This design comes from an exercise in tuning for small area on the open sky130 flow, not from production work. In this exercise RTL edits were held to simulation tests only and were not proved equivalent to the original.

==> build 14: inputs <==
## fir_filter
module fir_filter (
    input CLK_Filter,
    input rst_n,
    input wire [7:0] filter_in,
    output reg [19:0] filter_out
);
==> flow/config.mk <==
export PLATFORM = sky130hd
export DESIGN_NAME = fir_filter
export DESIGN_NICKNAME = fir_filter
export VERILOG_FILES = /design/flow/design.v
export SDC_FILE = /design/flow/constraint.sdc
export NUM_CORES = 4
export LEC_CHECK = 0
export CAP_MARGIN = 20
export CORE_MARGIN = 2
export CORE_UTILIZATION = 60
export CTS_BUF_LIST = sky130_fd_sc_hd__clkbuf_8 sky130_fd_sc_hd__clkbuf_16
export CTS_CLUSTER_DIAMETER = 150
export CTS_CLUSTER_SIZE = 30
export GPL_TIMING_DRIVEN = 0
export SLEW_MARGIN = 20
export SYNTH_HIERARCHICAL = 1
export SYNTH_MINIMUM_KEEP_SIZE = 0
==> flow/constraint.sdc <==
create_clock -name core_clock -period 8.0 [get_ports {CLK_Filter}]
set_input_delay 1.6000 -clock core_clock [delete_from_list [all_inputs] [get_ports {CLK_Filter}]]
set_output_delay 1.6000 -clock core_clock [all_outputs]
set_load 0.01 [all_outputs]
standard.sh (not shown) runs the stock make flow with config.mk's settings and CLKGATE_MAP_FILE= SYNTH_SCRIPT=/design/flow/synth_recipe.tcl, a recipe that flattens the netlist after the stock synthesis.
==> flow/flow/run.sh <==
#!/bin/bash
# The standard ORFS flow (the standard.sh) with two arguments changed:
# the port buffers use the smallest buffer cell, and the clock tree is built
# from smaller clusters of smaller buffers, without dummy loads.
set -euo pipefail
bash standard.sh \
  'BUFFER_PORTS_ARGS=-buffer_cell sky130_fd_sc_hd__buf_1' \
  'CTS_ARGS=-sink_clustering_enable -repair_clock_nets -sink_clustering_size 16 -sink_clustering_max_diameter 80 -sink_buffer_max_cap_derate 1.0 -buf_list {sky130_fd_sc_hd__clkbuf_8} -dont_use_dummy_load' \
  finish > standard.log 2>&1
==> build 52: changes against build 14 <==
--- a/flow/design.v
+++ b/flow/design.v
@@ -1,10 +1,10 @@
 module fir_filter (
     input CLK_Filter,
     input rst_n,
     input wire [7:0] filter_in,
-    output reg [19:0] filter_out
+    output wire [19:0] filter_out
 );
   reg [7:0] d0;
   reg [7:0] d1;
   reg [7:0] d2;
   reg [7:0] d3;
@@ -726,14 +726,18 @@
   wire o662 = s620 ^ g649;
   wire o663 = s592 ^ g650;
   wire o664 = n622 ^ g651;
   wire o665 = 1'b1 ^ g652;
   wire [19:0] y = {o665, o664, o663, o662, o661, o660, o659, o658, o657, o656, o655, o654, s608, s606, s604, s602, s600, s598, s596, s594};
+  reg en2;
   always @(posedge CLK_Filter or negedge rst_n) begin
-    if (!rst_n) filter_out <= 20'd0;
-    else filter_out <= y & {20{en}};
+    if (!rst_n) en2 <= 1'b0;
+    else en2 <= en;
   end
+  reg [19:0] q;
+  always @(posedge CLK_Filter) q <= y;
+  assign filter_out = q & {20{en2}};
 endmodule
 module fir_fa (input a, input b, input ci, output s, output co);
   assign s = a ^ b ^ ci;
   assign co = (a & b) | (a & ci) | (b & ci);
 endmodule
Settings changed: CORE_UTILIZATION 60 to 70, CTS_BUF_LIST sky130_fd_sc_hd__clkbuf_8 sky130_fd_sc_hd__clkbuf_16 to default, CTS_CLUSTER_DIAMETER 150 to default, CTS_CLUSTER_SIZE 30 to default, GPL_TIMING_DRIVEN 0 to 1.
==> trial 84: changes against build 14 <==
Settings changed: CORE_UTILIZATION 60 to 85, CTS_BUF_LIST sky130_fd_sc_hd__clkbuf_8 sky130_fd_sc_hd__clkbuf_16 to default, CTS_CLUSTER_DIAMETER 150 to default, CTS_CLUSTER_SIZE 30 to default.
==> trial 67: changes against build 14 <==
--- a/flow/design.v
+++ b/flow/design.v
@@ -1,10 +1,10 @@
 module fir_filter (
     input CLK_Filter,
     input rst_n,
     input wire [7:0] filter_in,
-    output reg [19:0] filter_out
+    output wire [19:0] filter_out
 );
   reg [7:0] d0;
   reg [7:0] d1;
   reg [7:0] d2;
   reg [7:0] d3;
@@ -26,16 +26,16 @@
   reg [7:0] d19;
   reg [7:0] d20;
   reg [7:0] d21;
   reg [7:0] d22;
   reg [7:0] d23;
-  reg [1:0] st;
+  reg [2:0] st;
   always @(posedge CLK_Filter or negedge rst_n) begin
-    if (!rst_n) st <= 2'd0;
-    else st <= {st[1] | st[0], st[1] | ~st[0]};
+    if (!rst_n) st <= 3'd0;
+    else st <= {st[1:0], 1'b1};
   end
-  wire en = st[1] & st[0];
+  wire en = st[2];
   wire [7:0] en8 = {8{en}};
   always @(posedge CLK_Filter) begin
     d0 <= filter_in;
     d1 <= d0;
     d2 <= d1;
@@ -726,14 +726,18 @@
   wire o662 = s620 ^ g649;
   wire o663 = s592 ^ g650;
   wire o664 = n622 ^ g651;
   wire o665 = 1'b1 ^ g652;
   wire [19:0] y = {o665, o664, o663, o662, o661, o660, o659, o658, o657, o656, o655, o654, s608, s606, s604, s602, s600, s598, s596, s594};
+  reg en2;
   always @(posedge CLK_Filter or negedge rst_n) begin
-    if (!rst_n) filter_out <= 20'd0;
-    else filter_out <= y & {20{en}};
+    if (!rst_n) en2 <= 1'b0;
+    else en2 <= en;
   end
+  reg [19:0] q;
+  always @(posedge CLK_Filter) q <= y;
+  assign filter_out = q & {20{en2}};
 endmodule
 module fir_fa (input a, input b, input ci, output s, output co);
   assign s = a ^ b ^ ci;
   assign co = (a & b) | (a & ci) | (b & ci);
 endmodule
==> flow/flow/run.sh (replaced) <==
#!/bin/bash
# The standard ORFS flow (the standard.sh) with two arguments changed:
# the port buffers use the smallest buffer cell, and the clock tree is built
# from smaller clusters of smaller buffers, without dummy loads.
set -euo pipefail
bash standard.sh \
  'BUFFER_PORTS_ARGS=-buffer_cell sky130_fd_sc_hd__buf_1' \
  'CTS_ARGS=-sink_clustering_enable -repair_clock_nets -sink_clustering_size 10 -sink_clustering_max_diameter 60 -sink_buffer_max_cap_derate 1.0 -buf_list {sky130_fd_sc_hd__clkbuf_4} -dont_use_dummy_load' \
  finish > standard.log 2>&1
Settings changed: CORE_UTILIZATION 60 to 70, CTS_BUF_LIST sky130_fd_sc_hd__clkbuf_8 sky130_fd_sc_hd__clkbuf_16 to default, CTS_CLUSTER_DIAMETER 150 to default, CTS_CLUSTER_SIZE 30 to default.
==> summary.txt <==
metric                                                                       trial 67        build 52                           trial 84        build 14
Status                                                                 finished clean  finished clean                     did not finish  finished clean
Stage where the flow stopped                                                        -               -  detailed placement (3_5_place_dp)               -
Sequential share of cell area                                                   37.2%           37.3%                                  -           37.4%
Tightest slew margin relative to the limit                                      52.2%           51.0%                                  -           37.6%
Met1 usage                                                                      40.1%           41.6%                                  -           36.4%
Sinks on the clock net                                                            216             215                                  -             214
Fraction of final layout cells sized beyond drive strength 1                    8.19%           5.99%                                  -           8.36%
Number of DRC violations after detailed routing                                     0               0                                  -               0
Tapcells inserted                                                                 211             188                                  -             229
Placement row count                                                                45              45                                 41              49
Number of hold violations in the final report                                       0               0                                  -               0
Tightest Pin Transition                                                      0.717 ns        0.734 ns                                  -        0.936 ns
RD Place Congestion                                                             0.889           0.922                              0.913           0.880
CP required                                                                   8.48 ns         8.35 ns                                  -         8.34 ns
Crit path setup slack, layout                                                0.234 ns        0.234 ns                                  -        0.241 ns
Width of the die                                                               129 um          129 um                             117 um          139 um
Post-Synth XOR/XNOR Area                                                       0.560%          0.564%                             0.400%          0.400%
Met2 Wirelength                                                              10800 um         9750 um                                  -        10300 um
Depth of the worst hold-timing path                                                 0               0                                  -               0
Sequential cell area                                                        4340 um^2       4320 um^2                                  -       4390 um^2
Worst reg-to-reg setup slack                                                  0.23 ns         0.23 ns                                  -         0.24 ns
Final WL                                                                     21400 um        20500 um                                  -        21400 um
Final std cells w/o fill                                                          957             923                                  -             971
Hold buffer count at cts                                                            0               0                                  -               0
Share of flip-flops with an asynchronous set or reset after synthesis           1.85%           1.40%                              10.3%           10.3%

afterwards: timing with drivers on the ports:
No port has a modelled driver above. Below, the same layouts with a new extraction and two added sets of constraints. Step 1, drivers: a clkbuf_16 drives CLK_Filter and a buf_2 each remaining input, both assumed. Step 2, shift: input delay + t, output delay - t, t = (earliest + latest rising clock arrival at the registers) / 2. This alone moves slack from input paths to output paths. a / b / c = ideal / step 1 / step 2; a / b = the first two.
| run | t (ns) | setup slack, ns | hold slack, ns | latest minus earliest clock arrival (ns) | cell pins on the clock port's net |
|---|---|---|---|---|---|
| build 14 | 0.539 | 0.241 / 0.241 / 0.241 | 0.334 / 0.334 / 0.334 | 0.034 / 0.034 | 1 |
| build 52 | 0.511 | 0.234 / 0.234 / 0.234 | 0.334 / 0.334 / 0.334 | 0.035 / 0.034 | 1 |
| trial 67 | 0.654 | 0.234 / 0.234 / 0.234 | 0.326 / 0.326 / 0.326 | 0.062 / 0.062 | 1 |
After both steps setup and hold are still met in every run listed.
